Background: an optimization exercise with open tools, aiming at small area, a short achievable clock period and few clock cycles. Do not read the settings as production practice.
Only simulation tests tie the RTL to the original design; equivalence was not proved.
Power and IR drop assume default switching activity.

==> flow/design.v (outline; a module is shown in full before it is edited, if it fits) <==
// module alu: 68 lines
// module bus_if: 124 lines
// module ctrl: 172 lines
// module decoder: 250 lines
// module ex_reg: 91 lines
// module ex_stage: 69 lines
// module gpr: 30 lines
// module id_reg: 77 lines
// module id_stage: 111 lines
// module if_reg: 37 lines
// module if_stage: 66 lines
// module mem_ctrl: 47 lines
// module mem_reg: 67 lines
// module mem_stage: 109 lines
// module cpu: 264 lines
module cpu (
    input  wire                   clk,             
    input  wire                   reset,           
    input  wire [31:0]    if_bus_rd_data,  
    input  wire                   if_bus_rdy_n,     
    input  wire                   if_bus_grant_n,    
    output wire                   if_bus_req_n,     
    output wire [29:0]    if_bus_addr,     
    output wire                   if_bus_as_n,      
    output wire                   if_bus_rw,       
    output wire [31:0]    if_bus_wr_data,  
    input  wire [31:0]    mem_bus_rd_data, 
    input  wire                   mem_bus_rdy_n,    
    input  wire                   mem_bus_grant_n,   
    output wire                   mem_bus_req_n,    
    output wire [29:0]    mem_bus_addr,    
    output wire                   mem_bus_as_n,     
    output wire                   mem_bus_rw,      
    output wire [31:0]    mem_bus_wr_data, 
    input  wire [8-1:0] cpu_irq,
    input  wire [31:0]    if_spm_rd_data,
    output wire [11:0]     if_spm_addr,
    output wire                   if_spm_as_n,
    output wire                   if_spm_rw,
    output wire [31:0]    if_spm_wr_data,
    input  wire [31:0]    mem_spm_rd_data,
    output wire [11:0]     mem_spm_addr,
    output wire                   mem_spm_as_n,
    output wire                   mem_spm_rw,
    output wire [31:0]    mem_spm_wr_data
);
  // ...
==> flow/run.sh <==
#!/bin/bash
# synth_recipe.tcl (not shown) runs the flow's synth.tcl, then flattens the netlist and writes it again
# the make line also repeats each setting of config.mk as NAME=value (left out here)
make -C /OpenROAD-flow-scripts/flow DESIGN_CONFIG=/design/flow/config.mk WORK_HOME=/design/flow/orfs CLKGATE_MAP_FILE= SYNTH_SCRIPT=/design/flow/synth_recipe.tcl finish
==> flow/config.mk <==
export PLATFORM = sky130hd
export DESIGN_NAME = cpu
export DESIGN_NICKNAME = cpu
export VERILOG_FILES = /design/flow/design.v
export SDC_FILE = /design/flow/constraint.sdc
export NUM_CORES = 4
export LEC_CHECK = 0
export CAP_MARGIN = 20
export CORE_MARGIN = 2
export CORE_UTILIZATION = 30
export SLEW_MARGIN = 20
==> flow/constraint.sdc <==
create_clock -name core_clock -period 12.0 [get_ports {clk}]
set_input_delay 2.4000 -clock core_clock [delete_from_list [all_inputs] [get_ports {clk}]]
set_output_delay 2.4000 -clock core_clock [all_outputs]
set_load 0.01 [all_outputs]
==> summary.txt, run 1 <==
* Maximum VDD drop at between 300 and 400 µV
* Met3 usage at 0.121
* PD cells at ~260 mW/mm²
* Main power group: combinational cells
* DR iter-0 viols at between 15000 and 20000
* Largest family of logic cells by synthesized area: compound AO/OA/AOI/OAI gates
* Tightest slew margin relative to the limit at 0.115
* Buf/Inv on CP at 4
* Worst setup endpoint: if_stage.if_reg.if_pc[22]$_DFFE_PN0P_
* Largest reg by FF count: gpr.gpr_mem
* Critical path data arrival time at roughly 10000 ps
* Reg2reg start: id_stage.id_reg.id_alu_in_1[0]$_DFFE_PN0N_
* Sequential power at ~8.6 mW
* Postcts setup bufs at 0
* Finished Layout Cells at between 10000 and 15000
* Switch share at 0.488
* Fraction of area in multi-input gates at 0.448
* Core ar. at 0.314 mm²
* Met2 Wirelength at a little over 200000 µm
* FP Rows at ~200
* Die H at approximately 570 µm
* Clock power share at 0.212
* Max FO, Critical Path at 38
* Measured slew at the worst slew-check pin at 1320 ps
* Final Cycle Share at 0.805
* # port buffers at 297
* Total power at 28.6 mW
* Fin Setup TNS at 0 ps
* Vias post-DR at 89454
* Sequential share of the synthesized area at 0.447
* Post-synth EDFFs at 0
* Post-Syn Instances at 9341
* Synth top cells by count: dfrtp_1 (1672), mux2_2 (1126), nand2_1 (990)
* RSZ-0062 raised after global routing: no
* Final instance area at 0.109 mm²
* Status: complete, no violations
* Clock buffer depth at 4
* Die ar. at between 0.3 and 0.4 mm²
* Data buffer area share at 0.0522
* Worst r2r dst: if_stage.if_reg.if_pc[22]$_DFFE_PN0P_
* Multi-input gates at ~6600
* Most common cell in the netlist: dfrtp_1
* Post-Synth XOR/XNOR Area at 0.0121
* Cts repair resizes at 0
* Worst path slowest cell: dfrtp_4
==> module alu, before the edit <==
module alu (
    input  wire [31:0] in_0,  
    input  wire [31:0] in_1,  
    input  wire [3:0]    op,    
    output reg  [31:0] out,   
    output reg                 of     
);
    wire signed [31:0] s_in_0 = $signed(in_0); 
    wire signed [31:0] s_in_1 = $signed(in_1); 
    wire signed [31:0] s_out  = $signed(out);  
    always @(*) begin
        case (op)
            4'h1  : begin 
                out   = in_0 & in_1;
            end
            4'h2   : begin 
                out   = in_0 | in_1;
            end
            4'h3  : begin 
                out   = in_0 ^ in_1;
            end
            4'h4 : begin 
                out   = in_0 + in_1;
            end
            4'h5 : begin 
                out   = in_0 + in_1;
            end
            4'h6 : begin 
                out   = in_0 - in_1;
            end
            4'h7 : begin 
                out   = in_0 - in_1;
            end
            4'h8 : begin 
                out   = in_0 >> in_1[4:0];
            end
            4'h9 : begin 
                out   = in_0 << in_1[4:0];
            end
            default      : begin 
                out   = in_0;
            end
        endcase
    end
    always @(*) begin
        case (op)
            4'h4 : begin 
                if (((s_in_0 > 0) && (s_in_1 > 0) && (s_out < 0)) ||
                    ((s_in_0 < 0) && (s_in_1 < 0) && (s_out > 0))) begin
                    of = 1'b1;
                end else begin
                    of = 1'b0;
                end
            end
            4'h6 : begin 
                if (((s_in_0 < 0) && (s_in_1 > 0) && (s_out > 0)) ||
                    ((s_in_0 > 0) && (s_in_1 < 0) && (s_out < 0))) begin
                    of = 1'b1;
                end else begin
                    of = 1'b0;
                end
            end
            default     : begin 
                of = 1'b0;
            end
        endcase
    end
endmodule
==> module bus_if, before the edit <==
module bus_if (
    input  wire                clk,             
    input  wire                reset,           
    input  wire                stall,           
    input  wire                flush,           
    output reg                 busy,            
    input  wire [29:0] addr,            
    input  wire                as_n,            
    input  wire                rw,              
    input  wire [31:0] wr_data,         
    output reg  [31:0] rd_data,         
    input  wire [31:0] spm_rd_data,     
    output wire [29:0] spm_addr,        
    output reg                 spm_as_n,        
    output wire                spm_rw,          
    output wire [31:0] spm_wr_data,    
    input  wire [31:0] bus_rd_data,     
    input  wire                bus_rdy_n,       
    input  wire                bus_grant_n,       
    output reg                 bus_req_n,       
    output reg  [29:0] bus_addr,        
    output reg                 bus_as_n,        
    output reg                 bus_rw,         
    output reg  [31:0] bus_wr_data     
);
    reg  [1:0]      state;           
    reg  [31:0]        rd_buf;          
    wire [2:0]   s_index;         
    assign s_index     = addr[29:27];
    assign spm_addr    = addr;
    assign spm_rw      = rw;
    assign spm_wr_data = wr_data;
    always @(*) begin
        rd_data  = 32'h0;
        spm_as_n = 1'b1;
        busy     = 1'b0;
        case (state)
            2'h0   : begin  
                if ((flush == 1'b0) && (as_n == 1'b0)) begin
                    if (s_index == 1) begin  
                        if (stall == 1'b0) begin  
                            spm_as_n  = 1'b0;
                            if (rw == 1'b1) begin  
                                rd_data  = spm_rd_data;
                            end
                        end
                    end else begin                      
                        busy     = 1'b1;
                    end
                end
            end
            2'h1    : begin  
                busy     = 1'b1;
            end
            2'h2 : begin  
                if (bus_rdy_n == 1'b0) begin  
                    if (rw == 1'b1) begin  
                        rd_data  = bus_rd_data;
                    end
                end else begin                   
                    busy     = 1'b1;
                end
            end
            2'h3  : begin  
                if (rw == 1'b1) begin  
                    rd_data  = rd_buf;
                end
            end
        endcase
    end
   always @(posedge clk or negedge reset) begin
        if (reset == 1'b0) begin
            state       <= 2'h0;
            bus_req_n   <= 1'b1;
            bus_addr    <= 30'h0;
            bus_as_n    <= 1'b1;
            bus_rw      <= 1'b1;
            bus_wr_data <= 32'h0;
            rd_buf      <= 32'h0;
        end else begin
            case (state)
                2'h0   : begin  
                    if ((flush == 1'b0) && (as_n == 1'b0)) begin 
                        if (s_index != 1) begin  
                            state       <= 2'h1;
                            bus_req_n   <= 1'b0;
                            bus_addr    <= addr;
                            bus_rw      <= rw;
                            bus_wr_data <= wr_data;
                        end
                    end
                end
                2'h1    : begin  
                    if (bus_grant_n == 1'b0) begin  
                        state       <= 2'h2;
                        bus_as_n    <= 1'b0;
                    end
                end
                2'h2 : begin  
                    bus_as_n     <= 1'b1;
                    if (bus_rdy_n == 1'b0) begin  
                        bus_req_n   <= 1'b1;
                        bus_addr    <= 30'h0;
                        bus_rw      <= 1'b1;
                        bus_wr_data <= 32'h0;
                        if (bus_rw == 1'b1) begin  
                            rd_buf      <= bus_rd_data;
                        end
                        if (stall == 1'b1) begin  
                            state       <= 2'h3;
                        end else begin               
                            state       <= 2'h0;
                        end
                    end
                end
                2'h3  : begin  
                    if (stall == 1'b0) begin  
                        state       <= 2'h0;
                    end
                end
            endcase
        end
    end
endmodule    
==> module decoder, before the edit <==
module decoder (
    input  wire [29:0]   if_pc          ,          
    input  wire [31:0]   if_insn        ,       
    input  wire                  if_en          ,        
    input  wire [31:0]   gpr_rd_data_0  , 
    input  wire [31:0]   gpr_rd_data_1  , 
    output wire [4:0]    gpr_rd_addr_0  , 
    output wire [4:0]    gpr_rd_addr_1  , 
    input  wire                  id_en          ,         
    input  wire [4:0]    id_dst_addr    ,   
    input  wire                  id_gpr_we_n    ,    
    input  wire [1:0]      id_mem_op      ,     
    input  wire                  ex_en          ,         
    input  wire [4:0]    ex_dst_addr    ,   
    input  wire                  ex_gpr_we_n    ,    
    input  wire [31:0]   ex_fwd_data    ,   
    input  wire [31:0]   mem_fwd_data   ,  
    input  wire [0:0] exe_mode       ,      
    input  wire [31:0]   creg_rd_data   ,  
    output wire [4:0]    creg_rd_addr   ,  
    output reg  [3:0]      alu_op         ,        
    output reg  [31:0]   alu_in_0       ,      
    output reg  [31:0]   alu_in_1       ,      
    output reg  [29:0]   br_addr        ,       
    output reg                   br_taken       ,      
    output reg                   br_flag        ,       
    output reg  [1:0]      mem_op         ,        
    output wire [31:0]   mem_wr_data    ,   
    output reg  [1:0]     ctrl_op        ,       
    output reg  [4:0]    dst_addr       ,      
    output reg                   gpr_we_n       ,       
    output reg  [2:0]     exp_code       ,      
    output reg                   ld_hazard      
);
    reg         [31:0]  ra_data;                          
    reg         [31:0]  rb_data;                          
    wire [5:0]    op      = if_insn[31:26];     
    wire [4:0]  ra_addr = if_insn[25:21]; 
    wire [4:0]  rb_addr = if_insn[20:16]; 
    wire [4:0]  rc_addr = if_insn[15:11]; 
    wire [15:0]   imm     = if_insn[15:0];    
    wire [31:0] imm_s = {{16{imm[15]}}, imm};
    wire [31:0] imm_u = {{16{1'b0}}, imm};
    assign gpr_rd_addr_0 = ra_addr; 
    assign gpr_rd_addr_1 = rb_addr;
    assign creg_rd_addr  = ra_addr; 
    wire signed [31:0]  s_ra_data = $signed(ra_data);     
    wire signed [31:0]  s_rb_data = $signed(rb_data);     
    assign mem_wr_data = rb_data; 
    wire [29:0] ret_addr  = if_pc + 1'b1;                    
    wire [29:0] br_target = if_pc + imm_s[29:0]; 
    wire [29:0] jr_target = ra_data[31:2];         
    always @(*) begin
        if ((id_en == 1'b1) && (id_gpr_we_n == 1'b0) && 
            (id_dst_addr == ra_addr)) begin
            ra_data = ex_fwd_data;   
        end else if ((ex_en == 1'b1) && (ex_gpr_we_n == 1'b0) && 
                     (ex_dst_addr == ra_addr)) begin
            ra_data = mem_fwd_data;  
        end else begin
            ra_data = gpr_rd_data_0; 
        end
        if ((id_en == 1'b1) && (id_gpr_we_n == 1'b0) && 
            (id_dst_addr == rb_addr)) begin
            rb_data = ex_fwd_data;   
        end else if ((ex_en == 1'b1) && (ex_gpr_we_n == 1'b0) && 
                     (ex_dst_addr == rb_addr)) begin
            rb_data = mem_fwd_data;  
        end else begin
            rb_data = gpr_rd_data_1; 
        end
    end
    always @(*) begin
        if ((id_en == 1'b1) && (id_mem_op == 2'h1) &&
            ((id_dst_addr == ra_addr) || (id_dst_addr == rb_addr))) begin
            ld_hazard = 1'b1;  
        end else begin
            ld_hazard = 1'b0; 
        end
    end
    always @(*) begin
        alu_op   = 4'h0;
        alu_in_0 = ra_data;
        alu_in_1 = rb_data;
        br_taken = 1'b0;
        br_flag  = 1'b0;
        br_addr  = {30{1'b0}};
        mem_op   = 2'h0;
        ctrl_op  = 2'h0;
        dst_addr = rb_addr;
        gpr_we_n  = 1'b1;
        exp_code = 3'h0;
        if (if_en == 1'b1) begin
            case (op)
                6'h00  : begin 
                    alu_op   = 4'h1;
                    dst_addr = rc_addr;
                    gpr_we_n  = 1'b0;
                end
                6'h01  : begin 
                    alu_op   = 4'h1;
                    alu_in_1 = imm_u;
                    gpr_we_n  = 1'b0;
                end
                6'h02   : begin 
                    alu_op   = 4'h2;
                    dst_addr = rc_addr;
                    gpr_we_n  = 1'b0;
                end
                6'h03   : begin 
                    alu_op   = 4'h2;
                    alu_in_1 = imm_u;
                    gpr_we_n  = 1'b0;
                end
                6'h04  : begin 
                    alu_op   = 4'h3;
                    dst_addr = rc_addr;
                    gpr_we_n  = 1'b0;
                end
                6'h05  : begin 
                    alu_op   = 4'h3;
                    alu_in_1 = imm_u;
                    gpr_we_n  = 1'b0;
                end
                6'h06 : begin 
                    alu_op   = 4'h4;
                    dst_addr = rc_addr;
                    gpr_we_n  = 1'b0;
                end
                6'h07 : begin 
                    alu_op   = 4'h4;
                    alu_in_1 = imm_s;
                    gpr_we_n  = 1'b0;
                end
                6'h08 : begin 
                    alu_op   = 4'h5;
                    dst_addr = rc_addr;
                    gpr_we_n  = 1'b0;
                end
                6'h09 : begin 
                    alu_op   = 4'h5;
                    alu_in_1 = imm_s;
                    gpr_we_n  = 1'b0;
                end
                6'h0a : begin 
                    alu_op   = 4'h6;
                    dst_addr = rc_addr;
                    gpr_we_n  = 1'b0;
                end
                6'h0b : begin 
                    alu_op   = 4'h7;
                    dst_addr = rc_addr;
                    gpr_we_n  = 1'b0;
                end
                6'h0c : begin 
                    alu_op   = 4'h8;
                    dst_addr = rc_addr;
                    gpr_we_n  = 1'b0;
                end
                6'h0d : begin 
                    alu_op   = 4'h8;
                    alu_in_1 = imm_u;
                    gpr_we_n  = 1'b0;
                end
                6'h0e : begin 
                    alu_op   = 4'h9;
                    dst_addr = rc_addr;
                    gpr_we_n  = 1'b0;
                end
                6'h0f : begin 
                    alu_op   = 4'h9;
                    alu_in_1 = imm_u;
                    gpr_we_n  = 1'b0;
                end
                6'h10    : begin 
                    br_addr  = br_target;
                    br_taken = (ra_data == rb_data) ? 1'b1 : 1'b0;
                    br_flag  = 1'b1;
                end
                6'h11   : begin 
                    br_addr  = br_target;
                    br_taken = (ra_data != rb_data) ? 1'b1 : 1'b0;
                    br_flag  = 1'b1;
                end
                6'h12  : begin 
                    br_addr  = br_target;
                    br_taken = (s_ra_data < s_rb_data) ? 1'b1 : 1'b0;
                    br_flag  = 1'b1;
                end
                6'h13  : begin 
                    br_addr  = br_target;
                    br_taken = (ra_data < rb_data) ? 1'b1 : 1'b0;
                    br_flag  = 1'b1;
                end
                6'h14   : begin 
                    br_addr  = jr_target;
                    br_taken = 1'b1;
                    br_flag  = 1'b1;
                end
                6'h15  : begin 
                    alu_in_0 = {ret_addr, {2{1'b0}}};
                    br_addr  = jr_target;
                    br_taken = 1'b1;
                    br_flag  = 1'b1;
                    dst_addr = 5'd31;
                    gpr_we_n  = 1'b0;
                end
                6'h16   : begin 
                    alu_op   = 4'h5;
                    alu_in_1 = imm_s;
                    mem_op   = 2'h1;
                    gpr_we_n  = 1'b0;
                end
                6'h17   : begin 
                    alu_op   = 4'h5;
                    alu_in_1 = imm_s;
                    mem_op   = 2'h2;
                end
                6'h18  : begin 
                    exp_code = 3'h5;
                end
                6'h19  : begin 
                    if (exe_mode == 1'b0) begin
                        alu_in_0 = creg_rd_data;
                        gpr_we_n  = 1'b0;
                    end else begin
                        exp_code = 3'h6;
                    end
                end
                6'h1a  : begin 
                    if (exe_mode == 1'b0) begin
                        ctrl_op  = 2'h1;
                    end else begin
                        exp_code = 3'h6;
                    end
                end
                6'h1b  : begin 
                    if (exe_mode == 1'b0) begin
                        ctrl_op  = 2'h2;
                    end else begin
                        exp_code = 3'h6;
                    end
                end
                default       : begin 
                    exp_code = 3'h2;
                end
            endcase
        end
    end
endmodule
==> module ex_reg, before the edit <==
module ex_reg (
    input  wire                clk,            
    input  wire                reset,          
    input  wire [31:0] alu_out,        
    input  wire                alu_of,         
    input  wire                stall,          
    input  wire                flush,          
    input  wire                int_detect,     
    input  wire [29:0] id_pc,          
    input  wire                id_en,          
    input  wire                id_br_flag,     
    input  wire [1:0]    id_mem_op,      
    input  wire [31:0] id_mem_wr_data, 
    input  wire [1:0]   id_ctrl_op,     
    input  wire [4:0]  id_dst_addr,    
    input  wire                id_gpr_we_n,     
    input  wire [2:0]   id_exp_code,    
    output reg  [29:0] ex_pc,          
    output reg                 ex_en,          
    output reg                 ex_br_flag,     
    output reg  [1:0]    ex_mem_op,      
    output reg  [31:0] ex_mem_wr_data, 
    output reg  [1:0]   ex_ctrl_op,     
    output reg  [4:0]  ex_dst_addr,    
    output reg                 ex_gpr_we_n,     
    output reg  [2:0]   ex_exp_code,    
    output reg  [31:0] ex_out          
);
    always @(posedge clk or negedge reset) begin
        if (reset == 1'b0) begin 
            ex_pc          <= 30'h0;
            ex_en          <= 1'b0;
            ex_br_flag     <= 1'b0;
            ex_mem_op      <= 2'h0;
            ex_mem_wr_data <= 32'h0;
            ex_ctrl_op     <= 2'h0;
            ex_dst_addr    <= 5'd0;
            ex_gpr_we_n     <= 1'b1;
            ex_exp_code    <= 3'h0;
            ex_out         <= 32'h0;
        end else begin
            if (stall == 1'b0) begin 
                if (flush == 1'b1) begin               
                    ex_pc          <= 30'h0;
                    ex_en          <= 1'b0;
                    ex_br_flag     <= 1'b0;
                    ex_mem_op      <= 2'h0;
                    ex_mem_wr_data <= 32'h0;
                    ex_ctrl_op     <= 2'h0;
                    ex_dst_addr    <= 5'd0;
                    ex_gpr_we_n     <= 1'b1;
                    ex_exp_code    <= 3'h0;
                    ex_out         <= 32'h0;
                end else if (int_detect == 1'b1) begin 
                    ex_pc          <= id_pc;
                    ex_en          <= id_en;
                    ex_br_flag     <= id_br_flag;
                    ex_mem_op      <= 2'h0;
                    ex_mem_wr_data <= 32'h0;
                    ex_ctrl_op     <= 2'h0;
                    ex_dst_addr    <= 5'd0;
                    ex_gpr_we_n     <= 1'b1;
                    ex_exp_code    <= 3'h1;
                    ex_out         <= 32'h0;
                end else if (alu_of == 1'b1) begin     
                    ex_pc          <= id_pc;
                    ex_en          <= id_en;
                    ex_br_flag     <= id_br_flag;
                    ex_mem_op      <= 2'h0;
                    ex_mem_wr_data <= 32'h0;
                    ex_ctrl_op     <= 2'h0;
                    ex_dst_addr    <= 5'd0;
                    ex_gpr_we_n     <= 1'b1;
                    ex_exp_code    <= 3'h3;
                    ex_out         <= 32'h0;
                end else begin                            
                    ex_pc          <= id_pc;
                    ex_en          <= id_en;
                    ex_br_flag     <= id_br_flag;
                    ex_mem_op      <= id_mem_op;
                    ex_mem_wr_data <= id_mem_wr_data;
                    ex_ctrl_op     <= id_ctrl_op;
                    ex_dst_addr    <= id_dst_addr;
                    ex_gpr_we_n     <= id_gpr_we_n;
                    ex_exp_code    <= id_exp_code;
                    ex_out         <= alu_out;
                end
            end
        end
    end
endmodule
==> module gpr, before the edit <==
module gpr(
    input   wire                    clk             ,
    input   wire                    reset           ,
    input   wire    [4:0]   rd_addr_0       , 
    output  wire    [31:0]  rd_data_0       , 
    input   wire    [4:0]   rd_addr_1       , 
    output  wire    [31:0]  rd_data_1       , 
    input   wire                    we_n            , 
    input   wire    [4:0]   wr_addr         , 
    input   wire    [31:0]  wr_data           
);
    reg     [31:0]      gpr_mem [32-1:0];
    integer                     i;
    assign rd_data_0 = ((we_n == 1'b0) && (wr_addr == rd_addr_0)) ? wr_data : gpr_mem[rd_addr_0]; 
    assign rd_data_1 = ((we_n == 1'b0) && (wr_addr == rd_addr_1)) ? wr_data : gpr_mem[rd_addr_1]; 
    always @(posedge clk or negedge reset) begin : OWNER_CTRL
        if(reset == 1'b0)
            begin
                for(i=0;i<32;i=i+1) begin
                    gpr_mem[i]  <= 32'h0;
                end
            end
        else begin
            if(we_n == 1'b0)
                begin
                    gpr_mem[wr_addr] <= wr_data;
                end
        end
    end
endmodule
==> module id_reg, before the edit <==
module id_reg (
    input  wire                clk,            
    input  wire                reset,          
    input  wire [3:0]    alu_op,         
    input  wire [31:0] alu_in_0,       
    input  wire [31:0] alu_in_1,       
    input  wire                br_flag,        
    input  wire [1:0]    mem_op,         
    input  wire [31:0] mem_wr_data,    
    input  wire [1:0]   ctrl_op,        
    input  wire [4:0]  dst_addr,       
    input  wire                gpr_we_n,        
    input  wire [2:0]   exp_code,       
    input  wire                stall,          
    input  wire                flush,          
    input  wire [29:0] if_pc,          
    input  wire                if_en,          
    output reg  [29:0] id_pc,          
    output reg                 id_en,          
    output reg  [3:0]    id_alu_op,      
    output reg  [31:0] id_alu_in_0,    
    output reg  [31:0] id_alu_in_1,    
    output reg                 id_br_flag,     
    output reg  [1:0]    id_mem_op,      
    output reg  [31:0] id_mem_wr_data, 
    output reg  [1:0]   id_ctrl_op,     
    output reg  [4:0]  id_dst_addr,    
    output reg                 id_gpr_we_n,     
    output reg [2:0]    id_exp_code     
);
    always @(posedge clk or negedge reset) begin
        if (reset == 1'b0) begin 
            id_pc          <= 30'h0;
            id_en          <= 1'b0;
            id_alu_op      <= 4'h0;
            id_alu_in_0    <= 32'h0;
            id_alu_in_1    <= 32'h0;
            id_br_flag     <= 1'b0;
            id_mem_op      <= 2'h0;
            id_mem_wr_data <= 32'h0;
            id_ctrl_op     <= 2'h0;
            id_dst_addr    <= 5'd0;
            id_gpr_we_n     <= 1'b1;
            id_exp_code    <= 3'h0;
        end else begin
            if (stall == 1'b0) begin 
                if (flush == 1'b1) begin
                   id_pc          <= 30'h0;
                   id_en          <= 1'b0;
                   id_alu_op      <= 4'h0;
                   id_alu_in_0    <= 32'h0;
                   id_alu_in_1    <= 32'h0;
                   id_br_flag     <= 1'b0;
                   id_mem_op      <= 2'h0;
                   id_mem_wr_data <= 32'h0;
                   id_ctrl_op     <= 2'h0;
                   id_dst_addr    <= 5'd0;
                   id_gpr_we_n     <= 1'b1;
                   id_exp_code    <= 3'h0;
                end else begin
                   id_pc          <= if_pc;
                   id_en          <= if_en;
                   id_alu_op      <= alu_op;
                   id_alu_in_0    <= alu_in_0;
                   id_alu_in_1    <= alu_in_1;
                   id_br_flag     <= br_flag;
                   id_mem_op      <= mem_op;
                   id_mem_wr_data <= mem_wr_data;
                   id_ctrl_op     <= ctrl_op;
                   id_dst_addr    <= dst_addr;
                   id_gpr_we_n     <= gpr_we_n;
                   id_exp_code    <= exp_code;
                end
            end
        end
    end
endmodule
==> module id_stage, before the edit <==
module id_stage (
    input  wire                  clk,            
    input  wire                  reset,          
    input  wire [31:0]   gpr_rd_data_0,  
    input  wire [31:0]   gpr_rd_data_1,  
    output wire [4:0]    gpr_rd_addr_0,  
    output wire [4:0]    gpr_rd_addr_1,  
    input  wire                  ex_en,         
    input  wire [31:0]   ex_fwd_data,    
    input  wire [4:0]    ex_dst_addr,    
    input  wire                  ex_gpr_we_n,     
    input  wire [31:0]   mem_fwd_data,   
    input  wire [0:0] exe_mode,       
    input  wire [31:0]   creg_rd_data,   
    output wire [4:0]    creg_rd_addr,   
    input  wire                  stall,          
    input  wire                  flush,          
    output wire [29:0]   br_addr,        
    output wire                  br_taken,       
    output wire                  ld_hazard,      
    input  wire [29:0]   if_pc,          
    input  wire [31:0]   if_insn,        
    input  wire                  if_en,          
    output wire [29:0]   id_pc,          
    output wire                  id_en,          
    output wire [3:0]      id_alu_op,      
    output wire [31:0]   id_alu_in_0,    
    output wire [31:0]   id_alu_in_1,    
    output wire                  id_br_flag,     
    output wire [1:0]      id_mem_op,      
    output wire [31:0]   id_mem_wr_data, 
    output wire [1:0]     id_ctrl_op,     
    output wire [4:0]    id_dst_addr,    
    output wire                  id_gpr_we_n,     
    output wire [2:0]     id_exp_code     
);
    wire  [3:0]            alu_op;         
    wire  [31:0]         alu_in_0;       
    wire  [31:0]         alu_in_1;       
    wire                         br_flag;        
    wire  [1:0]            mem_op;         
    wire  [31:0]         mem_wr_data;    
    wire  [1:0]           ctrl_op;        
    wire  [4:0]          dst_addr;       
    wire                         gpr_we_n;        
    wire  [2:0]           exp_code;       
    decoder decoder (
        .if_pc          (if_pc          ),          
        .if_insn        (if_insn        ),        
        .if_en          (if_en          ),          
        .gpr_rd_data_0  (gpr_rd_data_0),  
        .gpr_rd_data_1  (gpr_rd_data_1),  
        .gpr_rd_addr_0  (gpr_rd_addr_0),  
        .gpr_rd_addr_1  (gpr_rd_addr_1),  
        .id_en          (id_en),          
        .id_dst_addr    (id_dst_addr),    
        .id_gpr_we_n    (id_gpr_we_n),   
        .id_mem_op      (id_mem_op),      
        .ex_en          (ex_en),          
        .ex_fwd_data    (ex_fwd_data),    
        .ex_dst_addr    (ex_dst_addr),    
        .ex_gpr_we_n    (ex_gpr_we_n),   
        .mem_fwd_data   (mem_fwd_data),   
        .exe_mode       (exe_mode),       
        .creg_rd_data   (creg_rd_data),   
        .creg_rd_addr   (creg_rd_addr),   
        .alu_op         (alu_op),         
        .alu_in_0       (alu_in_0),       
        .alu_in_1       (alu_in_1),       
        .br_addr        (br_addr),        
        .br_taken       (br_taken),       
        .br_flag        (br_flag),        
        .mem_op         (mem_op),         
        .mem_wr_data    (mem_wr_data),    
        .ctrl_op        (ctrl_op),        
        .dst_addr       (dst_addr),       
        .gpr_we_n       (gpr_we_n),      
        .exp_code       (exp_code),       
        .ld_hazard      (ld_hazard)       
    );
    id_reg id_reg (
        .clk            (clk),            
        .reset          (reset),          
        .alu_op         (alu_op),         
        .alu_in_0       (alu_in_0),       
        .alu_in_1       (alu_in_1),       
        .br_flag        (br_flag),        
        .mem_op         (mem_op),         
        .mem_wr_data    (mem_wr_data),    
        .ctrl_op        (ctrl_op),        
        .dst_addr       (dst_addr),       
        .gpr_we_n        (gpr_we_n),      
        .exp_code       (exp_code),       
        .stall          (stall),          
        .flush          (flush),          
        .if_pc          (if_pc),          
        .if_en          (if_en),          
        .id_pc          (id_pc),          
        .id_en          (id_en),          
        .id_alu_op      (id_alu_op),      
        .id_alu_in_0    (id_alu_in_0),    
        .id_alu_in_1    (id_alu_in_1),    
        .id_br_flag     (id_br_flag),     
        .id_mem_op      (id_mem_op),      
        .id_mem_wr_data (id_mem_wr_data), 
        .id_ctrl_op     (id_ctrl_op),     
        .id_dst_addr    (id_dst_addr),    
        .id_gpr_we_n     (id_gpr_we_n),   
        .id_exp_code    (id_exp_code)     
    );
endmodule
==> module if_reg, before the edit <==
module if_reg (
    input   wire                    clk     , 
    input   wire                    reset   , 
    input   wire    [31:0]  insn    , 
    input   wire                    stall   , 
    input   wire                    flush   , 
    input   wire    [29:0]  new_pc  , 
    input   wire                    br_taken, 
    input   wire    [29:0]  br_addr , 
    output  reg     [29:0]  if_pc   , 
    output  reg     [31:0]  if_insn , 
    output  reg                     if_en     
);
    always @(posedge clk or negedge reset) begin : PIPELINE_REG
        if (reset == 1'b0) begin 
            if_pc   <= 30'h0;
            if_insn <= 32'h0;
            if_en   <= 1'b0;
        end else begin
            if (stall == 1'b0) begin 
                if (flush == 1'b1) begin      
                    if_pc   <= new_pc;
                    if_insn <= 32'h0;
                    if_en   <= 1'b0;
                end else if (br_taken == 1'b1) begin  
                    if_pc   <= br_addr;
                    if_insn <= insn;
                    if_en   <= 1'b1;
                end else begin                          
                    if_pc   <= if_pc + 1'd1;          
                    if_insn <= insn;
                    if_en   <= 1'b1;
                end
            end
        end
    end
endmodule    
==> module mem_reg, before the edit <==
module mem_reg (
    input  wire                clk,          
    input  wire                reset,        
    input  wire [31:0] out,          
    input  wire                miss_align,   
    input  wire                stall,        
    input  wire                flush,        
    input  wire [29:0] ex_pc,        
    input  wire                ex_en,        
    input  wire                ex_br_flag,   
    input  wire [1:0]   ex_ctrl_op,   
    input  wire [4:0]  ex_dst_addr,  
    input  wire                ex_gpr_we_n,   
    input  wire [2:0]   ex_exp_code,  
    output reg  [29:0] mem_pc,       
    output reg                 mem_en,       
    output reg                 mem_br_flag,  
    output reg  [1:0]   mem_ctrl_op,  
    output reg  [4:0]  mem_dst_addr, 
    output reg                 mem_gpr_we_n,  
    output reg  [2:0]   mem_exp_code, 
    output reg  [31:0] mem_out       
);
    always @(posedge clk or negedge reset) begin
        if (reset == 1'b0) begin    
            mem_pc       <= 30'h0;
            mem_en       <= 1'b0;
            mem_br_flag  <= 1'b0;
            mem_ctrl_op  <= 2'h0;
            mem_dst_addr <= 5'h0;
            mem_gpr_we_n  <= 1'b1;
            mem_exp_code <= 3'h0;
            mem_out      <= 32'h0;
        end else begin
            if (stall == 1'b0) begin 
                if (flush == 1'b1) begin               
                    mem_pc       <= 30'h0;
                    mem_en       <= 1'b0;
                    mem_br_flag  <= 1'b0;
                    mem_ctrl_op  <= 2'h0;
                    mem_dst_addr <= 5'h0;
                    mem_gpr_we_n  <= 1'b1;
                    mem_exp_code <= 3'h0;
                    mem_out      <= 32'h0;
                end else if (miss_align == 1'b1) begin 
                    mem_pc       <= ex_pc;
                    mem_en       <= ex_en;
                    mem_br_flag  <= ex_br_flag;
                    mem_ctrl_op  <= 2'h0;
                    mem_dst_addr <= 5'h0;
                    mem_gpr_we_n  <= 1'b1;
                    mem_exp_code <= 3'h4;
                    mem_out      <= 32'h0;
                end else begin                            
                    mem_pc       <= ex_pc;
                    mem_en       <= ex_en;
                    mem_br_flag  <= ex_br_flag;
                    mem_ctrl_op  <= ex_ctrl_op;
                    mem_dst_addr <= ex_dst_addr;
                    mem_gpr_we_n  <= ex_gpr_we_n;
                    mem_exp_code <= ex_exp_code;
                    mem_out      <= out;
                end
            end
        end
    end
endmodule
==> module cpu, before the edit <==
module cpu (
    input  wire                   clk,             
    input  wire                   reset,           
    input  wire [31:0]    if_bus_rd_data,  
    input  wire                   if_bus_rdy_n,     
    input  wire                   if_bus_grant_n,    
    output wire                   if_bus_req_n,     
    output wire [29:0]    if_bus_addr,     
    output wire                   if_bus_as_n,      
    output wire                   if_bus_rw,       
    output wire [31:0]    if_bus_wr_data,  
    input  wire [31:0]    mem_bus_rd_data, 
    input  wire                   mem_bus_rdy_n,    
    input  wire                   mem_bus_grant_n,   
    output wire                   mem_bus_req_n,    
    output wire [29:0]    mem_bus_addr,    
    output wire                   mem_bus_as_n,     
    output wire                   mem_bus_rw,      
    output wire [31:0]    mem_bus_wr_data, 
    input  wire [8-1:0] cpu_irq,
    input  wire [31:0]    if_spm_rd_data,
    output wire [11:0]     if_spm_addr,
    output wire                   if_spm_as_n,
    output wire                   if_spm_rw,
    output wire [31:0]    if_spm_wr_data,
    input  wire [31:0]    mem_spm_rd_data,
    output wire [11:0]     mem_spm_addr,
    output wire                   mem_spm_as_n,
    output wire                   mem_spm_rw,
    output wire [31:0]    mem_spm_wr_data
);
    wire [29:0]          if_pc;          
    wire [31:0]          if_insn;        
    wire                         if_en;          
    wire [29:0]          id_pc;          
    wire                         id_en;          
    wire [3:0]             id_alu_op;      
    wire [31:0]          id_alu_in_0;    
    wire [31:0]          id_alu_in_1;    
    wire                         id_br_flag;     
    wire [1:0]             id_mem_op;      
    wire [31:0]          id_mem_wr_data; 
    wire [1:0]            id_ctrl_op;     
    wire [4:0]           id_dst_addr;    
    wire                         id_gpr_we_n;     
    wire [2:0]            id_exp_code;    
    wire [29:0]          ex_pc;          
    wire                         ex_en;          
    wire                         ex_br_flag;     
    wire [1:0]             ex_mem_op;      
    wire [31:0]          ex_mem_wr_data; 
    wire [1:0]            ex_ctrl_op;     
    wire [4:0]           ex_dst_addr;    
    wire                         ex_gpr_we_n;     
    wire [2:0]            ex_exp_code;    
    wire [31:0]          ex_out;         
    wire [29:0]          mem_pc;         
    wire                         mem_en;         
    wire                         mem_br_flag;    
    wire [1:0]            mem_ctrl_op;    
    wire [4:0]           mem_dst_addr;   
    wire                         mem_gpr_we_n;    
    wire [2:0]            mem_exp_code;   
    wire [31:0]          mem_out;           
    wire                         if_stall;       
    wire                         id_stall;       
    wire                         ex_stall;       
    wire                         mem_stall;      
    wire                         if_flush;       
    wire                         id_flush;       
    wire                         ex_flush;       
    wire                         mem_flush;      
    wire                         if_busy;        
    wire                         mem_busy;       
    wire [29:0]          new_pc;         
    wire [29:0]          br_addr;        
    wire                         br_taken;       
    wire                         ld_hazard;      
    wire [31:0]          gpr_rd_data_0;  
    wire [31:0]          gpr_rd_data_1;  
    wire [4:0]           gpr_rd_addr_0;  
    wire [4:0]           gpr_rd_addr_1;  
    wire [0:0]        exe_mode;       
    wire [31:0]          creg_rd_data;   
    wire [4:0]           creg_rd_addr;   
    wire                         int_detect;      
    wire [29:0]          if_spm_addr_w;
    wire [29:0]          mem_spm_addr_w;
    assign if_spm_addr  = if_spm_addr_w[11:0];
    assign mem_spm_addr = mem_spm_addr_w[11:0];
    wire [31:0]          ex_fwd_data;     
    wire [31:0]          mem_fwd_data;    
        if_stage if_stage (
        .clk            (clk),              
        .reset          (reset),            
        .spm_rd_data    (if_spm_rd_data),   
        .spm_addr       (if_spm_addr_w),      
        .spm_as_n        (if_spm_as_n),       
        .spm_rw         (if_spm_rw),        
        .spm_wr_data    (if_spm_wr_data),   
        .bus_rd_data    (if_bus_rd_data),   
        .bus_rdy_n       (if_bus_rdy_n),      
        .bus_grant_n      (if_bus_grant_n),     
        .bus_req_n       (if_bus_req_n),      
        .bus_addr       (if_bus_addr),      
        .bus_as_n        (if_bus_as_n),       
        .bus_rw         (if_bus_rw),        
        .bus_wr_data    (if_bus_wr_data),   
        .stall          (if_stall),         
        .flush          (if_flush),         
        .new_pc         (new_pc),           
        .br_taken       (br_taken),         
        .br_addr        (br_addr),          
        .busy           (if_busy),          
        .if_pc          (if_pc),            
        .if_insn        (if_insn),          
        .if_en          (if_en)             
    );
        id_stage id_stage (
        .clk            (clk),              
        .reset          (reset),            
        .gpr_rd_data_0  (gpr_rd_data_0),    
        .gpr_rd_data_1  (gpr_rd_data_1),    
        .gpr_rd_addr_0  (gpr_rd_addr_0),    
        .gpr_rd_addr_1  (gpr_rd_addr_1),                    
        .ex_en          (ex_en),            
        .ex_fwd_data    (ex_fwd_data),      
        .ex_dst_addr    (ex_dst_addr),      
        .ex_gpr_we_n     (ex_gpr_we_n),       
        .mem_fwd_data   (mem_fwd_data),     
        .exe_mode       (exe_mode),         
        .creg_rd_data   (creg_rd_data),     
        .creg_rd_addr   (creg_rd_addr),     
        .stall         (id_stall),         
        .flush          (id_flush),         
        .br_addr        (br_addr),          
        .br_taken       (br_taken),         
        .ld_hazard      (ld_hazard),        
        .if_pc          (if_pc),            
        .if_insn        (if_insn),          
        .if_en          (if_en),            
        .id_pc          (id_pc),            
        .id_en          (id_en),            
        .id_alu_op      (id_alu_op),        
        .id_alu_in_0    (id_alu_in_0),      
        .id_alu_in_1    (id_alu_in_1),      
        .id_br_flag     (id_br_flag),       
        .id_mem_op      (id_mem_op),        
        .id_mem_wr_data (id_mem_wr_data),   
        .id_ctrl_op     (id_ctrl_op),       
        .id_dst_addr    (id_dst_addr),      
        .id_gpr_we_n     (id_gpr_we_n),       
        .id_exp_code    (id_exp_code)       
    );
        ex_stage ex_stage (
        .clk            (clk),              
        .reset          (reset),            
        .stall          (ex_stall),         
        .flush          (ex_flush),         
        .int_detect     (int_detect),       
        .fwd_data       (ex_fwd_data),      
        .id_pc          (id_pc),            
        .id_en          (id_en),            
        .id_alu_op      (id_alu_op),        
        .id_alu_in_0    (id_alu_in_0),      
        .id_alu_in_1    (id_alu_in_1),      
        .id_br_flag     (id_br_flag),       
        .id_mem_op      (id_mem_op),        
        .id_mem_wr_data (id_mem_wr_data),   
        .id_ctrl_op     (id_ctrl_op),       
        .id_dst_addr    (id_dst_addr),      
        .id_gpr_we_n     (id_gpr_we_n),       
        .id_exp_code    (id_exp_code),      
        .ex_pc          (ex_pc),            
        .ex_en          (ex_en),            
        .ex_br_flag     (ex_br_flag),       
        .ex_mem_op      (ex_mem_op),        
        .ex_mem_wr_data (ex_mem_wr_data),   
        .ex_ctrl_op     (ex_ctrl_op),       
        .ex_dst_addr    (ex_dst_addr),      
        .ex_gpr_we_n     (ex_gpr_we_n),       
        .ex_exp_code    (ex_exp_code),      
        .ex_out         (ex_out)            
    );
        mem_stage mem_stage (
        .clk            (clk),              
        .reset          (reset),            
        .stall          (mem_stall),        
        .flush          (mem_flush),        
        .busy           (mem_busy),         
        .fwd_data       (mem_fwd_data),     
        .spm_rd_data    (mem_spm_rd_data),  
        .spm_addr       (mem_spm_addr_w),     
        .spm_as_n        (mem_spm_as_n),      
        .spm_rw         (mem_spm_rw),       
        .spm_wr_data    (mem_spm_wr_data),  
        .bus_rd_data    (mem_bus_rd_data),  
        .bus_rdy_n       (mem_bus_rdy_n),     
        .bus_grant_n      (mem_bus_grant_n),    
        .bus_req_n       (mem_bus_req_n),     
        .bus_addr       (mem_bus_addr),     
        .bus_as_n        (mem_bus_as_n),      
        .bus_rw         (mem_bus_rw),       
        .bus_wr_data    (mem_bus_wr_data),  
        .ex_pc          (ex_pc),            
        .ex_en          (ex_en),            
        .ex_br_flag     (ex_br_flag),       
        .ex_mem_op      (ex_mem_op),        
        .ex_mem_wr_data (ex_mem_wr_data),   
        .ex_ctrl_op     (ex_ctrl_op),       
        .ex_dst_addr    (ex_dst_addr),      
        .ex_gpr_we_n     (ex_gpr_we_n),       
        .ex_exp_code    (ex_exp_code),      
        .ex_out         (ex_out),           
        .mem_pc         (mem_pc),           
        .mem_en         (mem_en),           
        .mem_br_flag    (mem_br_flag),      
        .mem_ctrl_op    (mem_ctrl_op),      
        .mem_dst_addr   (mem_dst_addr),     
        .mem_gpr_we_n    (mem_gpr_we_n),      
        .mem_exp_code   (mem_exp_code),     
        .mem_out        (mem_out)           
    );
        ctrl ctrl (
        .clk            (clk),              
        .reset          (reset),            
        .creg_rd_addr   (creg_rd_addr),     
        .creg_rd_data   (creg_rd_data),     
        .exe_mode       (exe_mode),         
        .irq            (cpu_irq),          
        .int_detect     (int_detect),       
        .id_pc          (id_pc),            
        .mem_pc         (mem_pc),           
        .mem_en         (mem_en),           
        .mem_br_flag    (mem_br_flag),      
        .mem_ctrl_op    (mem_ctrl_op),      
        .mem_dst_addr   (mem_dst_addr),     
        .mem_exp_code   (mem_exp_code),     
        .mem_out        (mem_out),          
        .if_busy        (if_busy),          
        .ld_hazard      (ld_hazard),        
        .mem_busy       (mem_busy),         
        .if_stall       (if_stall),         
        .id_stall       (id_stall),         
        .ex_stall       (ex_stall),         
        .mem_stall      (mem_stall),        
        .if_flush       (if_flush),         
        .id_flush       (id_flush),         
        .ex_flush       (ex_flush),         
        .mem_flush      (mem_flush),        
        .new_pc         (new_pc)            
    );
        gpr gpr (
        .clk       (clk),                   
        .reset     (reset),                 
        .rd_addr_0 (gpr_rd_addr_0),         
        .rd_data_0 (gpr_rd_data_0),         
        .rd_addr_1 (gpr_rd_addr_1),         
        .rd_data_1 (gpr_rd_data_1),         
        .we_n       (mem_gpr_we_n),           
        .wr_addr   (mem_dst_addr),          
        .wr_data   (mem_out)                
    );
endmodule
==> inputs of run 2 (changes only) <==
--- a/flow/design.v
+++ b/flow/design.v
@@ -7,62 +7,54 @@
     output reg                 of     
 );
-    wire signed [31:0] s_in_0 = $signed(in_0); 
-    wire signed [31:0] s_in_1 = $signed(in_1); 
-    wire signed [31:0] s_out  = $signed(out);  
+    wire                 sub = (op == 4'h6) || (op == 4'h7);
+    wire [31:0]  b   = in_1 ^ {32{sub}};
+    wire [31:0]  p0  = in_0 ^ b;
+    wire [31:0]  g0  = (in_0 & b) | {{32-1{1'b0}}, p0[0] & sub};
+    wire [32*6-1:0]      gg;
+    wire [32*6-1:0]      pp;
+    assign gg[31:0] = g0;
+    assign pp[31:0] = p0;
+    genvar l, i;
+    generate
+        for (l = 0; l < 5; l = l + 1) begin : lvl
+            for (i = 0; i < 32; i = i + 1) begin : bt
+                if (i >= (1 << l)) begin : op2
+                    assign gg[(l+1)*32+i] = gg[l*32+i] | (pp[l*32+i] & gg[l*32+i-(1<<l)]);
+                    assign pp[(l+1)*32+i] = pp[l*32+i] & pp[l*32+i-(1<<l)];
+                end else begin : pass
+                    assign gg[(l+1)*32+i] = gg[l*32+i];
+                    assign pp[(l+1)*32+i] = pp[l*32+i];
+                end
+            end
+        end
+    endgenerate
+    wire [31:0]  sum = p0 ^ {gg[5*32+30:5*32], sub};
     always @(*) begin
         case (op)
-            4'h1  : begin 
-                out   = in_0 & in_1;
-            end
-            4'h2   : begin 
-                out   = in_0 | in_1;
-            end
-            4'h3  : begin 
-                out   = in_0 ^ in_1;
-            end
-            4'h4 : begin 
-                out   = in_0 + in_1;
-            end
-            4'h5 : begin 
-                out   = in_0 + in_1;
-            end
-            4'h6 : begin 
-                out   = in_0 - in_1;
-            end
-            4'h7 : begin 
-                out   = in_0 - in_1;
-            end
-            4'h8 : begin 
-                out   = in_0 >> in_1[4:0];
-            end
-            4'h9 : begin 
-                out   = in_0 << in_1[4:0];
-            end
-            default      : begin 
-                out   = in_0;
-            end
+            4'h1  : out = in_0 & in_1;
+            4'h2   : out = in_0 | in_1;
+            4'h3  : out = in_0 ^ in_1;
+            4'h4,
+            4'h5,
+            4'h6,
+            4'h7 : out = sum;
+            4'h8 : out = in_0 >> in_1[4:0];
+            4'h9 : out = in_0 << in_1[4:0];
+            default      : out = in_0;
         endcase
     end
+    wire a_neg = in_0[31];
+    wire b_neg = in_1[31];
+    wire a_pos = ~in_0[31] & (|in_0[30:0]);
+    wire b_pos = ~in_1[31] & (|in_1[30:0]);
+    wire a_min = in_0[31] & ~(|in_0[30:0]);
+    wire b_min = in_1[31] & ~(|in_1[30:0]);
     always @(*) begin
         case (op)
-            4'h4 : begin 
-                if (((s_in_0 > 0) && (s_in_1 > 0) && (s_out < 0)) ||
-                    ((s_in_0 < 0) && (s_in_1 < 0) && (s_out > 0))) begin
-                    of = 1'b1;
-                end else begin
-                    of = 1'b0;
-                end
-            end
-            4'h6 : begin 
-                if (((s_in_0 < 0) && (s_in_1 > 0) && (s_out > 0)) ||
-                    ((s_in_0 > 0) && (s_in_1 < 0) && (s_out < 0))) begin
-                    of = 1'b1;
-                end else begin
-                    of = 1'b0;
-                end
-            end
-            default     : begin 
-                of = 1'b0;
-            end
+            4'h4 : of = (a_pos & b_pos & sum[31]) |
+                                (a_neg & b_neg & ~sum[31] & ~(a_min & b_min));
+            4'h6 : of = (a_neg & b_pos & ~sum[31]) |
+                                (a_pos & b_neg & sum[31]);
+            default      : of = 1'b0;
         endcase
     end
@@ -87,9 +79,9 @@
     input  wire                bus_rdy_n,       
     input  wire                bus_grant_n,       
-    output reg                 bus_req_n,       
-    output reg  [29:0] bus_addr,        
+    output wire                bus_req_n,       
+    output wire [29:0] bus_addr,        
     output reg                 bus_as_n,        
-    output reg                 bus_rw,         
-    output reg  [31:0] bus_wr_data     
+    output wire                bus_rw,         
+    output wire [31:0] bus_wr_data     
 );
     reg  [1:0]      state;           
@@ -100,4 +92,11 @@
     assign spm_rw      = rw;
     assign spm_wr_data = wr_data;
+    assign bus_addr    = addr;
+    assign bus_rw      = rw;
+    assign bus_wr_data = wr_data;
+    reg                        req_q;
+    wire                       start = (state == 2'h0) && (flush == 1'b0) &&
+                                       (as_n == 1'b0) && (s_index != 1);
+    assign bus_req_n   = req_q & ~start;
     always @(*) begin
         rd_data  = 32'h0;
@@ -138,13 +137,14 @@
         endcase
     end
+   always @(posedge clk) begin
+        if ((state == 2'h2) && (bus_rdy_n == 1'b0) && (rw == 1'b1)) begin
+            rd_buf <= bus_rd_data;
+        end
+   end
    always @(posedge clk or negedge reset) begin
         if (reset == 1'b0) begin
             state       <= 2'h0;
-            bus_req_n   <= 1'b1;
-            bus_addr    <= 30'h0;
+            req_q       <= 1'b1;
             bus_as_n    <= 1'b1;
-            bus_rw      <= 1'b1;
-            bus_wr_data <= 32'h0;
-            rd_buf      <= 32'h0;
         end else begin
             case (state)
@@ -153,8 +153,5 @@
                         if (s_index != 1) begin  
                             state       <= 2'h1;
-                            bus_req_n   <= 1'b0;
-                            bus_addr    <= addr;
-                            bus_rw      <= rw;
-                            bus_wr_data <= wr_data;
+                            req_q       <= 1'b0;
                         end
                     end
@@ -169,11 +166,5 @@
                     bus_as_n     <= 1'b1;
                     if (bus_rdy_n == 1'b0) begin  
-                        bus_req_n   <= 1'b1;
-                        bus_addr    <= 30'h0;
-                        bus_rw      <= 1'b1;
-                        bus_wr_data <= 32'h0;
-                        if (bus_rw == 1'b1) begin  
-                            rd_buf      <= bus_rd_data;
-                        end
+                        req_q       <= 1'b1;
                         if (stall == 1'b1) begin  
                             state       <= 2'h3;
@@ -381,4 +372,6 @@
     input  wire [31:0]   ex_fwd_data    ,   
     input  wire [31:0]   mem_fwd_data   ,  
+    input  wire [31:0]   ex_out         ,
+    input  wire [1:0]      ex_mem_op      ,
     input  wire [0:0] exe_mode       ,      
     input  wire [31:0]   creg_rd_data   ,  
@@ -415,20 +408,24 @@
     wire [29:0] ret_addr  = if_pc + 1'b1;                    
     wire [29:0] br_target = if_pc + imm_s[29:0]; 
-    wire [29:0] jr_target = ra_data[31:2];         
+    wire use_ra = (op <= 6'h17) || (op == 6'h1a);
+    wire use_rb = ((op <= 6'h0f) && (!op[0] || (op == 6'h0b))) || ((op >= 6'h10) && (op <= 6'h13)) ||
+                  (op == 6'h17);
+    wire is_br  = (op >= 6'h10) && (op <= 6'h15);
+    wire ex_wr_ra  = (id_en == 1'b1) && (id_gpr_we_n == 1'b0) && (id_dst_addr == ra_addr);
+    wire ex_wr_rb  = (id_en == 1'b1) && (id_gpr_we_n == 1'b0) && (id_dst_addr == rb_addr);
+    wire mem_wr_ra = (ex_en == 1'b1) && (ex_gpr_we_n == 1'b0) && (ex_dst_addr == ra_addr);
+    wire mem_wr_rb = (ex_en == 1'b1) && (ex_gpr_we_n == 1'b0) && (ex_dst_addr == rb_addr);
+    wire mem_ld    = (ex_mem_op == 2'h1);
     always @(*) begin
-        if ((id_en == 1'b1) && (id_gpr_we_n == 1'b0) && 
-            (id_dst_addr == ra_addr)) begin
+        if (ex_wr_ra) begin
             ra_data = ex_fwd_data;   
-        end else if ((ex_en == 1'b1) && (ex_gpr_we_n == 1'b0) && 
-                     (ex_dst_addr == ra_addr)) begin
+        end else if (mem_wr_ra) begin
             ra_data = mem_fwd_data;  
         end else begin
             ra_data = gpr_rd_data_0; 
         end
-        if ((id_en == 1'b1) && (id_gpr_we_n == 1'b0) && 
-            (id_dst_addr == rb_addr)) begin
+        if (ex_wr_rb) begin
             rb_data = ex_fwd_data;   
-        end else if ((ex_en == 1'b1) && (ex_gpr_we_n == 1'b0) && 
-                     (ex_dst_addr == rb_addr)) begin
+        end else if (mem_wr_rb) begin
             rb_data = mem_fwd_data;  
         end else begin
@@ -436,10 +433,20 @@
         end
     end
+    wire [31:0] ra_br = mem_wr_ra ? ex_out : gpr_rd_data_0;
+    wire [31:0] rb_br = mem_wr_rb ? ex_out : gpr_rd_data_1;
+    wire signed [31:0] s_ra_br = $signed(ra_br);
+    wire signed [31:0] s_rb_br = $signed(rb_br);
+    wire [29:0] jr_target = ra_br[31:2];
     always @(*) begin
-        if ((id_en == 1'b1) && (id_mem_op == 2'h1) &&
-            ((id_dst_addr == ra_addr) || (id_dst_addr == rb_addr))) begin
-            ld_hazard = 1'b1;  
-        end else begin
-            ld_hazard = 1'b0; 
+        ld_hazard = 1'b0;
+        if (if_en == 1'b1) begin
+            if ((id_en == 1'b1) && (id_mem_op == 2'h1) &&
+                ((use_ra && (id_dst_addr == ra_addr)) || (use_rb && (id_dst_addr == rb_addr)))) begin
+                ld_hazard = 1'b1;  
+            end
+            if (is_br && ((use_ra && (ex_wr_ra || (mem_wr_ra && mem_ld))) ||
+                          (use_rb && (ex_wr_rb || (mem_wr_rb && mem_ld))))) begin
+                ld_hazard = 1'b1;
+            end
         end
     end
@@ -540,20 +547,20 @@
                 6'h10    : begin 
                     br_addr  = br_target;
-                    br_taken = (ra_data == rb_data) ? 1'b1 : 1'b0;
+                    br_taken = (ra_br == rb_br) ? 1'b1 : 1'b0;
                     br_flag  = 1'b1;
                 end
                 6'h11   : begin 
                     br_addr  = br_target;
-                    br_taken = (ra_data != rb_data) ? 1'b1 : 1'b0;
+                    br_taken = (ra_br != rb_br) ? 1'b1 : 1'b0;
                     br_flag  = 1'b1;
                 end
                 6'h12  : begin 
                     br_addr  = br_target;
-                    br_taken = (s_ra_data < s_rb_data) ? 1'b1 : 1'b0;
+                    br_taken = (s_ra_br < s_rb_br) ? 1'b1 : 1'b0;
                     br_flag  = 1'b1;
                 end
                 6'h13  : begin 
                     br_addr  = br_target;
-                    br_taken = (ra_data < rb_data) ? 1'b1 : 1'b0;
+                    br_taken = (ra_br < rb_br) ? 1'b1 : 1'b0;
                     br_flag  = 1'b1;
                 end
@@ -642,4 +649,10 @@
     output reg  [31:0] ex_out          
 );
+    always @(posedge clk) begin
+        if (stall == 1'b0) begin
+            ex_mem_wr_data <= id_mem_wr_data;
+            ex_out <= alu_out;
+        end
+    end
     always @(posedge clk or negedge reset) begin
         if (reset == 1'b0) begin 
@@ -648,10 +661,8 @@
             ex_br_flag     <= 1'b0;
             ex_mem_op      <= 2'h0;
-            ex_mem_wr_data <= 32'h0;
             ex_ctrl_op     <= 2'h0;
             ex_dst_addr    <= 5'd0;
             ex_gpr_we_n     <= 1'b1;
             ex_exp_code    <= 3'h0;
-            ex_out         <= 32'h0;
         end else begin
             if (stall == 1'b0) begin 
@@ -661,10 +672,8 @@
                     ex_br_flag     <= 1'b0;
                     ex_mem_op      <= 2'h0;
-                    ex_mem_wr_data <= 32'h0;
                     ex_ctrl_op     <= 2'h0;
                     ex_dst_addr    <= 5'd0;
                     ex_gpr_we_n     <= 1'b1;
                     ex_exp_code    <= 3'h0;
-                    ex_out         <= 32'h0;
                 end else if (int_detect == 1'b1) begin 
                     ex_pc          <= id_pc;
@@ -672,10 +681,8 @@
                     ex_br_flag     <= id_br_flag;
                     ex_mem_op      <= 2'h0;
-                    ex_mem_wr_data <= 32'h0;
                     ex_ctrl_op     <= 2'h0;
                     ex_dst_addr    <= 5'd0;
                     ex_gpr_we_n     <= 1'b1;
                     ex_exp_code    <= 3'h1;
-                    ex_out         <= 32'h0;
                 end else if (alu_of == 1'b1) begin     
                     ex_pc          <= id_pc;
@@ -683,10 +690,8 @@
                     ex_br_flag     <= id_br_flag;
                     ex_mem_op      <= 2'h0;
-                    ex_mem_wr_data <= 32'h0;
                     ex_ctrl_op     <= 2'h0;
                     ex_dst_addr    <= 5'd0;
                     ex_gpr_we_n     <= 1'b1;
                     ex_exp_code    <= 3'h3;
-                    ex_out         <= 32'h0;
                 end else begin                            
                     ex_pc          <= id_pc;
@@ -694,10 +699,8 @@
                     ex_br_flag     <= id_br_flag;
                     ex_mem_op      <= id_mem_op;
-                    ex_mem_wr_data <= id_mem_wr_data;
                     ex_ctrl_op     <= id_ctrl_op;
                     ex_dst_addr    <= id_dst_addr;
                     ex_gpr_we_n     <= id_gpr_we_n;
                     ex_exp_code    <= id_exp_code;
-                    ex_out         <= alu_out;
                 end
             end
@@ -786,19 +789,19 @@
 );
     reg     [31:0]      gpr_mem [32-1:0];
-    integer                     i;
-    assign rd_data_0 = ((we_n == 1'b0) && (wr_addr == rd_addr_0)) ? wr_data : gpr_mem[rd_addr_0]; 
-    assign rd_data_1 = ((we_n == 1'b0) && (wr_addr == rd_addr_1)) ? wr_data : gpr_mem[rd_addr_1]; 
-    always @(posedge clk or negedge reset) begin : OWNER_CTRL
-        if(reset == 1'b0)
-            begin
-                for(i=0;i<32;i=i+1) begin
-                    gpr_mem[i]  <= 32'h0;
-                end
-            end
-        else begin
-            if(we_n == 1'b0)
-                begin
-                    gpr_mem[wr_addr] <= wr_data;
-                end
+    reg     [32-1:0]      valid;
+    wire    [31:0]      mem_0 = valid[rd_addr_0] ? gpr_mem[rd_addr_0] : 32'h0;
+    wire    [31:0]      mem_1 = valid[rd_addr_1] ? gpr_mem[rd_addr_1] : 32'h0;
+    assign rd_data_0 = ((we_n == 1'b0) && (wr_addr == rd_addr_0)) ? wr_data : mem_0; 
+    assign rd_data_1 = ((we_n == 1'b0) && (wr_addr == rd_addr_1)) ? wr_data : mem_1; 
+    always @(posedge clk) begin
+        if (we_n == 1'b0) begin
+            gpr_mem[wr_addr] <= wr_data;
+        end
+    end
+    always @(posedge clk or negedge reset) begin
+        if (reset == 1'b0) begin
+            valid <= {32{1'b0}};
+        end else if (we_n == 1'b0) begin
+            valid[wr_addr] <= 1'b1;
         end
     end
@@ -834,4 +837,11 @@
     output reg [2:0]    id_exp_code     
 );
+    always @(posedge clk) begin
+        if (stall == 1'b0) begin
+            id_alu_in_0 <= alu_in_0;
+            id_alu_in_1 <= alu_in_1;
+            id_mem_wr_data <= mem_wr_data;
+        end
+    end
     always @(posedge clk or negedge reset) begin
         if (reset == 1'b0) begin 
@@ -839,9 +849,6 @@
             id_en          <= 1'b0;
             id_alu_op      <= 4'h0;
-            id_alu_in_0    <= 32'h0;
-            id_alu_in_1    <= 32'h0;
             id_br_flag     <= 1'b0;
             id_mem_op      <= 2'h0;
-            id_mem_wr_data <= 32'h0;
             id_ctrl_op     <= 2'h0;
             id_dst_addr    <= 5'd0;
@@ -854,9 +861,6 @@
                    id_en          <= 1'b0;
                    id_alu_op      <= 4'h0;
-                   id_alu_in_0    <= 32'h0;
-                   id_alu_in_1    <= 32'h0;
                    id_br_flag     <= 1'b0;
                    id_mem_op      <= 2'h0;
-                   id_mem_wr_data <= 32'h0;
                    id_ctrl_op     <= 2'h0;
                    id_dst_addr    <= 5'd0;
@@ -867,9 +871,6 @@
                    id_en          <= if_en;
                    id_alu_op      <= alu_op;
-                   id_alu_in_0    <= alu_in_0;
-                   id_alu_in_1    <= alu_in_1;
                    id_br_flag     <= br_flag;
                    id_mem_op      <= mem_op;
-                   id_mem_wr_data <= mem_wr_data;
                    id_ctrl_op     <= ctrl_op;
                    id_dst_addr    <= dst_addr;
@@ -893,4 +894,6 @@
     input  wire                  ex_gpr_we_n,     
     input  wire [31:0]   mem_fwd_data,   
+    input  wire [31:0]   ex_out,
+    input  wire [1:0]      ex_mem_op,
     input  wire [0:0] exe_mode,       
     input  wire [31:0]   creg_rd_data,   
@@ -944,4 +947,6 @@
         .ex_gpr_we_n    (ex_gpr_we_n),   
         .mem_fwd_data   (mem_fwd_data),   
+        .ex_out         (ex_out),
+        .ex_mem_op      (ex_mem_op),
         .exe_mode       (exe_mode),       
         .creg_rd_data   (creg_rd_data),   
@@ -1005,8 +1010,12 @@
     output  reg                     if_en     
 );
+    always @(posedge clk) begin
+        if (stall == 1'b0) begin
+            if_insn <= insn;
+        end
+    end
     always @(posedge clk or negedge reset) begin : PIPELINE_REG
         if (reset == 1'b0) begin 
             if_pc   <= 30'h0;
-            if_insn <= 32'h0;
             if_en   <= 1'b0;
         end else begin
@@ -1014,13 +1023,10 @@
                 if (flush == 1'b1) begin      
                     if_pc   <= new_pc;
-                    if_insn <= 32'h0;
-                    if_en   <= 1'b0;
+                            if_en   <= 1'b0;
                 end else if (br_taken == 1'b1) begin  
                     if_pc   <= br_addr;
-                    if_insn <= insn;
                     if_en   <= 1'b1;
                 end else begin                          
                     if_pc   <= if_pc + 1'd1;          
-                    if_insn <= insn;
                     if_en   <= 1'b1;
                 end
@@ -1165,4 +1171,9 @@
     output reg  [31:0] mem_out       
 );
+    always @(posedge clk) begin
+        if (stall == 1'b0) begin
+            mem_out <= out;
+        end
+    end
     always @(posedge clk or negedge reset) begin
         if (reset == 1'b0) begin    
@@ -1174,5 +1185,4 @@
             mem_gpr_we_n  <= 1'b1;
             mem_exp_code <= 3'h0;
-            mem_out      <= 32'h0;
         end else begin
             if (stall == 1'b0) begin 
@@ -1185,5 +1195,4 @@
                     mem_gpr_we_n  <= 1'b1;
                     mem_exp_code <= 3'h0;
-                    mem_out      <= 32'h0;
                 end else if (miss_align == 1'b1) begin 
                     mem_pc       <= ex_pc;
@@ -1194,5 +1203,4 @@
                     mem_gpr_we_n  <= 1'b1;
                     mem_exp_code <= 3'h4;
-                    mem_out      <= 32'h0;
                 end else begin                            
                     mem_pc       <= ex_pc;
@@ -1203,5 +1211,4 @@
                     mem_gpr_we_n  <= ex_gpr_we_n;
                     mem_exp_code <= ex_exp_code;
-                    mem_out      <= out;
                 end
             end
@@ -1447,4 +1454,6 @@
         .ex_dst_addr    (ex_dst_addr),      
         .ex_gpr_we_n     (ex_gpr_we_n),       
+        .ex_out         (ex_out),
+        .ex_mem_op      (ex_mem_op),
         .mem_fwd_data   (mem_fwd_data),     
         .exe_mode       (exe_mode),         
==> run 2 against run 1 <==
Still clean on timing, DRC and antenna. Critical path depth down 19. Synthesized cell count down 33%. Sequential share of layout area up 8.1 points. Fmax up 15%. Cell count down 23%. Sequential power up 15%. First-iteration DRC count down 43%. Worst setup slack better by 1300 ps. Global-route usage down 9.3 points. Die area down 6.8%. Cell area down 6.9%. Worst hold slack worse by 48 ps. Largest power group unchanged. Highest routed layer unchanged.
==> summary.txt, run 2 <==
* First-pass GRT wire length at 473000 µm (was 701000 µm)
* Initial DRT Pass Iterations at 11 (was 10)
* Final Cycle Share at 0.698 (was 0.805)
* PD cells at 324 mW/mm² (was 263 mW/mm²)
* DP HPWL at 222000 µm (was 337000 µm)
* Mapped cell area at 0.0880 mm² (was 0.0945 mm²)
* Yosys top cell area share at 0.448 (was 0.443)
* HP Class: register to register (unchanged)
* DR iter-0 viols at 9243 (was 16096)
* Most common cell in the netlist: edfxtp_1 (was dfrtp_1)
* Post-Syn Instances at 6245 (was 9341)
* Measured slew at the worst slew-check pin at 1270 ps (was 1320 ps)
* Vias in the first global route at 60610 (was 83657)
* Worst path slowest cell: buf_4 (was dfrtp_4)
* Fin Setup TNS at 0 ps (unchanged)
* RSZ-0062 raised after global routing: no (unchanged)
* # port buffers at 297 (unchanged)
* Clock root cell: clkbuf_16 (unchanged)
* Max FO, Critical Path at 83 (was 38)
* Synth Register Bits at 1637 (was 1688)
* Largest reg by FF count: gpr.gpr_mem (unchanged)
* Reg clk slew, reported paths at 60 ps (about the same)
* Number of flip-flops in the largest register at 1024 (unchanged)
* FP Rows at 198 (was 206)
* Synth top cells by count: edfxtp_1 (1312), mux4_2 (705), nand2_1 (439) (was dfrtp_1 (1672), mux2_2 (1126), nand2_1 (990))
* Tightest slew margin relative to the limit at 0.152 (was 0.115)
* Buf/Inv on CP at 5 (was 4)
* Vias post-DR at 62421 (was 89454)
* Synth warn at 10 (was 11)
* Critical path data arrival time at 5970 ps (was 10450 ps)
* Clock buffer depth at 4 (unchanged)
* Core ar. at 0.291 mm² (was 0.314 mm²)
* CP required at 9600 ps (was 12790 ps)
* Die ar. at 0.298 mm² (was 0.320 mm²)
* Postcts setup bufs at 0 (unchanged)
* Status: complete, no violations (unchanged)
* Overall global routing resource usage at 0.219 (was 0.313)
* Maximum VDD drop at 171 µV (was 308 µV)
* Cts repair resizes at 0 (unchanged)
* Synthesized area per cell at 14.1 µm² (was 10.1 µm²)
* Setup ws final at 3630 ps (was 2340 ps)
* Crit end category: output port (was register)
* Worst r2r dst: if_stage.if_reg.if_pc[2]$_DFFE_PN0N_ (was if_stage.if_reg.if_pc[22]$_DFFE_PN0P_)
* Sequential share of the synthesized area at 0.540 (was 0.447)
* Worst Hold Path EP: ex_stage.ex_reg.ex_mem_wr_data[6]$_DFFE_PN_ (was ex_stage.ex_reg.ex_pc[20]$_DFFE_PN0N_)
* Critical path class: register to output port (was register to register)
* Post-synth EDFFs at 1312 (was 0)
* Fin crit period at 8370 ps (was 9660 ps)
* Die H at 546 µm (was 565 µm)
-- run 2: power by group --
part           total [mW]  switching [mW]  leakage [nW]  internal, mW
clock                5.66            2.39          2.87          3.27
combinational        17.3            10.7          15.9          6.65
sequential           9.84            1.82          16.2          8.02
-- run 2: worst max-delay path by stage --
| stage | cells after the start | slack (ps) | to |
|---|---|---|---|
| final | 13 | 3630 | if_spm_as_n |
| after global routing | 20 | 3330 | if_stage.if_reg.if_pc[14]$_DFFE_PN0N_ |
| after CTS | 12 | 3620 | if_spm_as_n |
| after detailed placement | 12 | 3620 | if_spm_as_n |
| after global placement | 12 | 3600 | if_spm_as_n |
| after floorplan | 7 | 2940 | mem_stage.mem_reg.mem_ctrl_op[0]$_DFFE_PN0N_ |
-- run 2: worst register-to-register path, cell delays in order, from the launching register on --
cell	delay, ps
dfxtp_4	720
buf_4	750
buf_4	920
mux4_2	650
mux4_2	460
mux2_2	350
a221oi_1	420
nor2_1	210
ha_1	340
nand3_1	100
nor4_1	300
buf_4	190
nand2_1	70
a2111oi_0	500
nor3_1	120
o21ai_1	180
and2_1	530
buf_4	410
nand2_1	480
o21ai_0	340
a32oi_1	90
-- run 2: metrics by stage --
step,util,hold WS [ps],cells,cell area [µm²],total power [mW]
floorplan,-,400,6309,88200,19.6
global placement,0.326,401,10061,95000,26.4
detailed placement,0.326,405,10069,95100,26.6
CTS,0.347,418,10396,101000,32.3
global route,0.347,421,10407,101000,33.9
finish,0.347,417,10412,101000,32.8
-- run 2: logic make-up after synthesis --
family / after synthesis / share of synthesized area
adders and majority gates: 168 / 0.0241
xor gates and xnor gates: 135 / 0.0134
buffers and inverters: 831 / 0.0433
and+or+nand+nor: 1106 / 0.0565
other: 2 / 0.0000854
DFF: 1637 / 0.540
AOI/OAI and AO/OA: 1404 / 0.111
muxes: 962 / 0.212
-- run 2: routing by layer --
metal / vias to the layer above / wire length, µm / global-route usage
li1: 25043 / - / -
met1: 32273 / 124000 / 0.276
met2: 4279 / 155000 / 0.346
met3: 816 / 38000 / 0.0603
met4: 10 / 20400 / 0.111
met5: - / 56 / 0
-- run 2: area by class of cell --
class / count / area [µm²]
clock buffer: 232 / 4900
multi-input combinational: 3841 / 37400
antenna: 5 / 12.5
tap: 3900 / 4880
sequential: 1637 / 47500
inverter: 187 / 709
clock inverter: 95 / 985
fill: 27881 / 190000
timing repair buffer: 515 / 4790

[what the ideal ports hide]
The flow's constraints put no driver on any port. The routed layouts listed below were extracted and timed again, unchanged, in two steps.
Step 1 assumes that a clkbuf_16 drives the clock port and a buf_2 every other input.
Step 2 moves the port delays by t, midway between the first and last clock arrival at a register: inputs arrive t later, outputs are due t later. That takes back most of the time a late clock gives input paths.
Three values: ideal ports, drivers, drivers and shift; two values: the first two.
run | t, ns | slack for setup (ns) | hold slack, ns
run 1 | 0.977 | 2.342 / 2.342 / 2.261 | 0.465 / 0.465 / 0.465
run 2 | 0.926 | 3.628 / 3.535 / 3.595 | 0.417 / 0.417 / 0.417
After both steps every run listed still meets setup and hold. For run 1, which loses most, drivers alone change the setup slack by 0.000 ns; drivers and shift together by -0.081 ns.
